This is an optimization exercise on Yosys and OpenROAD, whose aim is small area, not a production implementation.
RTL that was checked went through simulation tests only; none was proved equivalent to the original.

## mac
module mac(clk, a, b, c, op, z);
  input         clk;
  input  [31:0] a;
  input  [31:0] b;
  input  [31:0] c;
  input         op;
  output [31:0] z;
  function [4:0] lzc24;
    input [23:0] x;
    integer i;
    begin
      lzc24 = 5'd24;
      for (i = 0; i < 24; i = i + 1)
        if (x[i]) lzc24 = 5'd23 - i[4:0];
    end
  endfunction
  function [4:0] tzc24;
    input [23:0] x;
    integer i;
    begin
      tzc24 = 5'd24;
      for (i = 23; i >= 0; i = i - 1)
        if (x[i]) tzc24 = i[4:0];
    end
  endfunction
  function [5:0] rip6;
    input [5:0] x, y;
    input ci;
    integer i;
    reg k;
    begin
      k = ci;
      for (i = 0; i < 6; i = i + 1) begin
        rip6[i] = x[i] ^ y[i] ^ k;
        k = (x[i] & y[i]) | (k & (x[i] ^ y[i]));
      end
    end
  endfunction
  function [7:0] rip8;
    input [7:0] x, y;
    input ci;
    integer i;
    reg k;
    begin
      k = ci;
      for (i = 0; i < 8; i = i + 1) begin
        rip8[i] = x[i] ^ y[i] ^ k;
        k = (x[i] & y[i]) | (k & (x[i] ^ y[i]));
      end
    end
  endfunction
  function [9:0] rip10;
    input [9:0] x, y;
    input ci;
    integer i;
    reg k;
    begin
      k = ci;
      for (i = 0; i < 10; i = i + 1) begin
        rip10[i] = x[i] ^ y[i] ^ k;
        k = (x[i] & y[i]) | (k & (x[i] ^ y[i]));
      end
    end
  endfunction
  function [30:0] inc31;
    input [30:0] x;
    input ci;
    integer i;
    reg k;
    begin
      k = ci;
      for (i = 0; i < 31; i = i + 1) begin
        inc31[i] = x[i] ^ k;
        k = x[i] & k;
      end
    end
  endfunction
  reg  [31:0] c1;
  always @(posedge clk)
    c1 <= {~op ^ c[31], c[30:0]};
  wire       ms   = a[31] ^ b[31];
  wire [7:0] ea   = a[30:23];
  wire [7:0] eb   = b[30:23];
  wire       anz  = |ea;
  wire       bnz  = |eb;
  wire       amax = &ea;
  wire       bmax = &eb;
  wire       amz  = ~|a[22:0];
  wire       bmz  = ~|b[22:0];
  wire       mnan = (amax & ~amz) | (bmax & ~bmz) |
                    (amax & ~bnz & bmz) | (bmax & ~anz & amz);
  wire       minf = amax | bmax;
  ...
Size: ~590 flip-flops, ~41000 µm² of cells after synthesis.
Settings: LEC_CHECK=0, CAP_MARGIN=20, CORE_MARGIN=2, CORE_UTILIZATION=40, SLEW_MARGIN=20, SYNTH_HIERARCHICAL=1, SYNTH_MINIMUM_KEEP_SIZE=0; clock period 13.0 ns.
run.sh (not shown) runs the stock make flow with config.mk's settings and CLKGATE_MAP_FILE= SYNTH_SCRIPT=/design/flow/synth_recipe.tcl, a recipe that flattens the netlist after the stock synthesis.
The first run completed with no timing, DRC or antenna violations.
Rerun with:
--- a/flow/design.v
+++ b/flow/design.v
@@ -1727,43 +1727,36 @@
   wire [109:0] w = {31'b0, p, 31'b0} >> u;
   wire [26:0]  q = w[47:21];
   wire [7:0] tl   = rip8({2'b00, tz}, {l0[6], l0}, 1'b0);
   wire       st0  = tl[7] | (tl < 8'd21);
   wire [7:0] e8   = lim ? 8'd1 : et[7:0];
   wire       ovf0 = ~lim & ~et[9] & et[8];
   wire       ovf1 = ~lim & ~et[9] & ~et[8] & (&et[7:0]);
-  reg         ps2, pn2, pi2, pl2, pst2, po02, po12;
-  reg  [26:0] pq2;
-  reg  [7:0]  pe2;
+  wire        extra = ~q[26] & ~lim;
+  wire [23:0] pm    = extra ? q[25:2] : q[26:3];
+  wire        pg    = extra ? q[1] : q[2];
+  wire        pr    = extra ? q[0] : q[1];
+  wire        pst   = st0 | (~extra & q[0]);
+  wire        pup   = pg & (pr | pst | pm[0]);
+  wire [7:0]  pe    = e8 - {7'b0, extra};
+  wire        povf  = ovf0 | (ovf1 & ~extra);
+  wire [30:0] pz    = mnan          ? {9'h1ff, 22'b0} :
+                      (minf | povf) ? {8'hff, 23'b0} :
+                                      {pm[23] ? pe : 8'h00, pm[22:0]};
+  wire        pu    = pup & ~(mnan | minf | povf);
+  reg         ps2, pu2;
+  reg  [30:0] pz2;
   reg  [31:0] c2;
   always @(posedge clk) begin
-    c2   <= c1;
-    ps2  <= ms;
-    pn2  <= mnan;
-    pi2  <= minf;
-    pl2  <= lim;
-    pq2  <= q;
-    pst2 <= st0;
-    pe2  <= e8;
-    po02 <= ovf0;
-    po12 <= ovf1;
+    c2  <= c1;
+    ps2 <= ms;
+    pz2 <= pz;
+    pu2 <= pu;
   end
-  wire        extra = ~pq2[26] & ~pl2;
-  wire [23:0] pm    = extra ? pq2[25:2] : pq2[26:3];
-  wire        pg    = extra ? pq2[1] : pq2[2];
-  wire        pr    = extra ? pq2[0] : pq2[1];
-  wire        pst   = pst2 | (~extra & pq2[0]);
-  wire        pup   = pg & (pr | pst | pm[0]);
-  wire [7:0]  pe    = pe2 - {7'b0, extra};
-  wire        povf  = po02 | (po12 & ~extra);
-  wire [30:0] pz    = pn2          ? {9'h1ff, 22'b0} :
-                      (pi2 | povf) ? {8'hff, 23'b0} :
-                                     {pm[23] ? pe : 8'h00, pm[22:0]};
-  wire        pu    = pup & ~(pn2 | pi2 | povf);
-  wire [31:0] x     = {ps2, pz + {30'b0, pu}};
+  wire [31:0] x     = {ps2, pz2 + {30'b0, pu2}};
   wire [31:0] y     = c2;
   wire       sx   = x[31];
   wire       sy   = y[31];
   wire       xmax = &x[30:23];
   wire       ymax = &y[30:23];
   wire       xmz  = ~|x[22:0];
   wire       ymz  = ~|y[22:0];
Utilization shrinks by 0.40 points.
Design area is about the same.
Die area grows by 0.81%.
First-iteration DRC count shrinks by 4.5%.
Sequential share of layout area shrinks by 0.47 points.
Register-to-register slack is better by 0.33 ns.
Non-clock buffer count grows by 10.
Via count grows by about 1.2%.
Worst setup slack is better by 0.33 ns.
Routed wire length stays flat.
Sequential cell count shrinks by 9.
Final cell count barely changes.
Area after synthesis grows by 0.82%.
Function not checked in the second run of this note: the RTL went through the layout flow alone.

* * *

the reference run:
Another version of the RTL of mac (not shown whole).
Size in the first run: ~5,300 cells after synthesis.
==> module mul, before the edit <==
module mul(a, b, z, up);
  input  [31:0] a, b;
  output [31:0] z;
  output        up;
  wire       s    = a[31] ^ b[31];
  wire [7:0] ea   = a[30:23];
  wire [7:0] eb   = b[30:23];
  wire       anz  = |ea;
  wire       bnz  = |eb;
  wire       amax = &ea;
  wire       bmax = &eb;
  wire       amz  = ~|a[22:0];
  wire       bmz  = ~|b[22:0];
  wire       nan  = (amax & ~amz) | (bmax & ~bmz) |
                    (amax & ~bnz & bmz) | (bmax & ~anz & amz);
  wire       inf  = amax | bmax;
  wire [23:0] ma = {anz, a[22:0]};
  wire [23:0] mb = {bnz, b[22:0]};
  wire [47:0] p;
  mult24 u_mult(ma, mb, p);
  wire [4:0] la, lb, ta, tb;
  lzc24 u_la(ma, la);
  lzc24 u_lb(mb, lb);
  tzc24 u_ta(ma, ta);
  tzc24 u_tb(mb, tb);
  wire [5:0] lza = {1'b0, la | lb};
  wire [5:0] tz  = ta + tb;
  wire signed [9:0] zb = $signed({2'b00, ea[7:1], ea[0] | ~anz}) +
                         $signed({2'b00, eb[7:1], eb[0] | ~bnz}) - 10'sd126;
  wire signed [9:0] zm1 = zb - 10'sd1;
  wire signed [9:0] lzs = $signed({4'b0000, lza});
  wire              lim = zm1 <= lzs;            
  wire signed [9:0] l0f = lim ? zm1 : lzs;       
  wire signed [6:0] l0  = (l0f < -10'sd31) ? -7'sd31 :
                          (l0f >  10'sd31) ?  7'sd31 : l0f[6:0];
  wire [5:0]        u   = 6'd31 - l0[5:0];       
  wire [109:0] w = {31'b0, p, 31'b0} >> u;
  wire [26:0]  q = w[47:21];
  wire extra = ~q[26] & ~lim;
  wire [23:0] m  = extra ? q[25:2] : q[26:3];
  wire        g  = extra ? q[1] : q[2];
  wire        r  = extra ? q[0] : q[1];
  wire signed [7:0] lowlim = 8'sd21 - {l0[6], l0};
  wire        st0 = ~lowlim[7] & ($signed({2'b00, tz}) < lowlim);
  wire        st = st0 | (~extra & q[0]);
  wire        rup = g & (r | st | m[0]);
  wire signed [9:0] e = zb - {{3{l0[6]}}, l0} - {9'b0, extra};
  wire ovf = e > 10'sd254;
  assign z  = nan         ? {s, 9'h1ff, 22'b0} :
              (inf | ovf) ? {s, 8'hff, 23'b0} :
                            {s, m[23] ? e[7:0] : 8'h00, m[22:0]};
  assign up = rup & ~(nan | inf | ovf);
endmodule
==> module add_align, before the edit <==
module add_align(x, y, sgn, nan, inf, eb, sum);
  input  [31:0] x, y;
  output        sgn, nan, inf;
  output [7:0]  eb;
  output [27:0] sum;
  wire       sx   = x[31];
  wire       sy   = y[31];
  wire       xmax = &x[30:23];
  wire       ymax = &y[30:23];
  wire       xmz  = ~|x[22:0];
  wire       ymz  = ~|y[22:0];
  wire       xn   = xmax & ~xmz;
  wire       yn   = ymax & ~ymz;
  wire       xi   = xmax & xmz;
  wire       yi   = ymax & ymz;
  wire [32:0] kx = xmax ? {10'b0000000001, x[22:0]} : {x[30:0], 2'b00};
  wire [32:0] ky = ymax ? {10'b0000000001, y[22:0]} : {y[30:0], 2'b00};
  wire xgt = kx > ky;
  wire tie = kx == ky;
  wire sdp = tie ? (sx & sy) : (xgt ? sx : sy);
  assign sgn = (xi & yi)  ? sy :
               (xi & ~yn) ? sx :
               (yi & ~xn) ? sy : sdp;
  assign nan = xn | yn | (xi & yi & (sx ^ sy));
  assign inf = xi | yi;
  wire [30:0] bg = xgt ? x[30:0] : y[30:0];
  wire [30:0] sm = xgt ? y[30:0] : x[30:0];
  wire        bnz = |bg[30:23];
  wire        snz = |sm[30:23];
  assign      eb  = {bg[30:24], bg[23] | ~bnz};
  wire [7:0]  es  = {sm[30:24], sm[23] | ~snz};
  wire [23:0] mb  = {bnz, bg[22:0]};
  wire [23:0] ms  = {snz, sm[22:0]};
  wire [7:0]  d   = eb - es;
  wire [4:0]  dd  = (d > 8'd31) ? 5'd31 : d[4:0];
  wire [26:0] sx3 = {ms, 3'b000};
  wire [26:0] sa  = sx3 >> dd;
  wire [26:0] lost = sx3 & ~({27{1'b1}} << dd);
  wire        stk = |lost;
  wire [27:0] bgx = {1'b0, mb, 3'b000};
  wire [27:0] smx = {1'b0, sa[26:1], sa[0] | stk};
  assign sum = (sx ^ sy) ? bgx - smx : bgx + smx;
endmodule
make LEC_CHECK=0 CAP_MARGIN=20 CORE_MARGIN=2 CORE_UTILIZATION=40 SLEW_MARGIN=20 finish   # period 13.0 ns
Here is what was changed in the inputs of the trial run compared with the reference run.
--- a/flow/design.v
+++ b/flow/design.v
@@ -61,10 +61,9 @@
   wire signed [9:0] zb = $signed({2'b00, ea[7:1], ea[0] | ~anz}) +
                          $signed({2'b00, eb[7:1], eb[0] | ~bnz}) - 10'sd126;
+  wire signed [9:0] t   = zb - 10'sd1 - $signed({4'b0000, lza});
+  wire              lim = t[9] | (t == 10'sd0);   
   wire signed [9:0] zm1 = zb - 10'sd1;
-  wire signed [9:0] lzs = $signed({4'b0000, lza});
-  wire              lim = zm1 <= lzs;            
-  wire signed [9:0] l0f = lim ? zm1 : lzs;       
-  wire signed [6:0] l0  = (l0f < -10'sd31) ? -7'sd31 :
-                          (l0f >  10'sd31) ?  7'sd31 : l0f[6:0];
+  wire signed [6:0] l0  = lim ? ((zm1 < -10'sd31) ? -7'sd31 : zm1[6:0])
+                            : ((lza > 6'd31) ? 7'sd31 : {1'b0, lza});
   wire [5:0]        u   = 6'd31 - l0[5:0];       
   wire [109:0] w = {31'b0, p, 31'b0} >> u;
@@ -78,6 +77,6 @@
   wire        st = st0 | (~extra & q[0]);
   wire        rup = g & (r | st | m[0]);
-  wire signed [9:0] e = zb - {{3{l0[6]}}, l0} - {9'b0, extra};
-  wire ovf = e > 10'sd254;
+  wire signed [9:0] e = lim ? 10'sd1 : t + 10'sd1 - {9'b0, extra};
+  wire ovf = ~lim & (e > 10'sd254);
   assign z  = nan         ? {s, 9'h1ff, 22'b0} :
               (inf | ovf) ? {s, 8'hff, 23'b0} :
@@ -1401,5 +1400,6 @@
   wire [27:0] bgx = {1'b0, mb, 3'b000};
   wire [27:0] smx = {1'b0, sa[26:1], sa[0] | stk};
-  assign sum = (sx ^ sy) ? bgx - smx : bgx + smx;
+  wire        sub = sx ^ sy;
+  assign sum = bgx + (smx ^ {28{sub}}) + {27'b0, sub};
 endmodule
 module add_round(sgn, nan, inf, eb, sum, z);
### Flow results
Having completed the whole flow, the trial run delivered a layout that passed the timing, DRC and antenna checks. Number of DRC violations after detailed-routing iteration 0 deteriorates in the trial run relative to the reference run. The trial run vs. the reference run: area growth from synthesis to layout lost 0.92 points, count of non-filler cells in the finished layout lost about 5%, worst setup slack picked up an extra 48 ps. Run comparison: the reference run worst-path cell with the longest stage delay sky130_fd_sc_hd__fa_1; the trial run worst-path cell with the longest stage delay sky130_fd_sc_hd__a221oi_1. The clock net sink count was comparable across the trial run and the reference run. From the reference run to the trial run the numbers moved as follows: number of buffers created by CTS shrank by 1.8%; fraction of the cycle the final worst path needs shrank by 0.37 points. Higher fraction of layout cells with a size suffix above 1 goes to the reference run over the trial run. Compared with the reference run, the trial run shows a lower slew of the pin with the lowest slew margin. The run showing the greater met2 routed wirelength is the reference run. The hold slack in the trial run was higher than what the reference run gave. Via count of the first global-routing pass for the trial run: 2,029 down relative to the reference run. Summary: total vias in the final route, the trial run better than the reference run.
The RTL of the reference run was laid out without a check of its function.

==> static timing again, ports no longer ideal <==
The flow's constraints put no driver on any port. The routed layouts listed below were extracted and timed again, unchanged, in two steps.
Step 1 sets driving cells, clkbuf_16 on the clock port and buf_2 on the other inputs (assumed; they add their load-dependent delay and slew).
Step 2 moves the port delays by t, midway between the first and last clock arrival at a register: inputs arrive t later, outputs are due t later. That takes back most of the time a late clock gives input paths.
a / b / c = ideal ports / drivers / drivers and shift; a / b = the first two.
run	shift t [ns]	slack for setup (ns)	clock arrival spread, ns	worst slew at a driven data input, ns
the first run of note 1	0.667	0.676 / 0.677 / 0.677	0.039 / 0.038	0.05
the second run of note 1	0.665	1.010 / 1.010 / 0.470	0.059 / 0.059	0.05
the reference run	0.712	0.677 / 0.713 / 0.002	0.044 / 0.045	0.14
the trial run	0.688	0.725 / 0.725 / 0.163	0.043 / 0.043	0.07
After both steps setup and hold are still met in every run listed. For the reference run, which loses most, drivers alone change the setup slack by +0.036 ns; drivers and shift together by -0.675 ns.
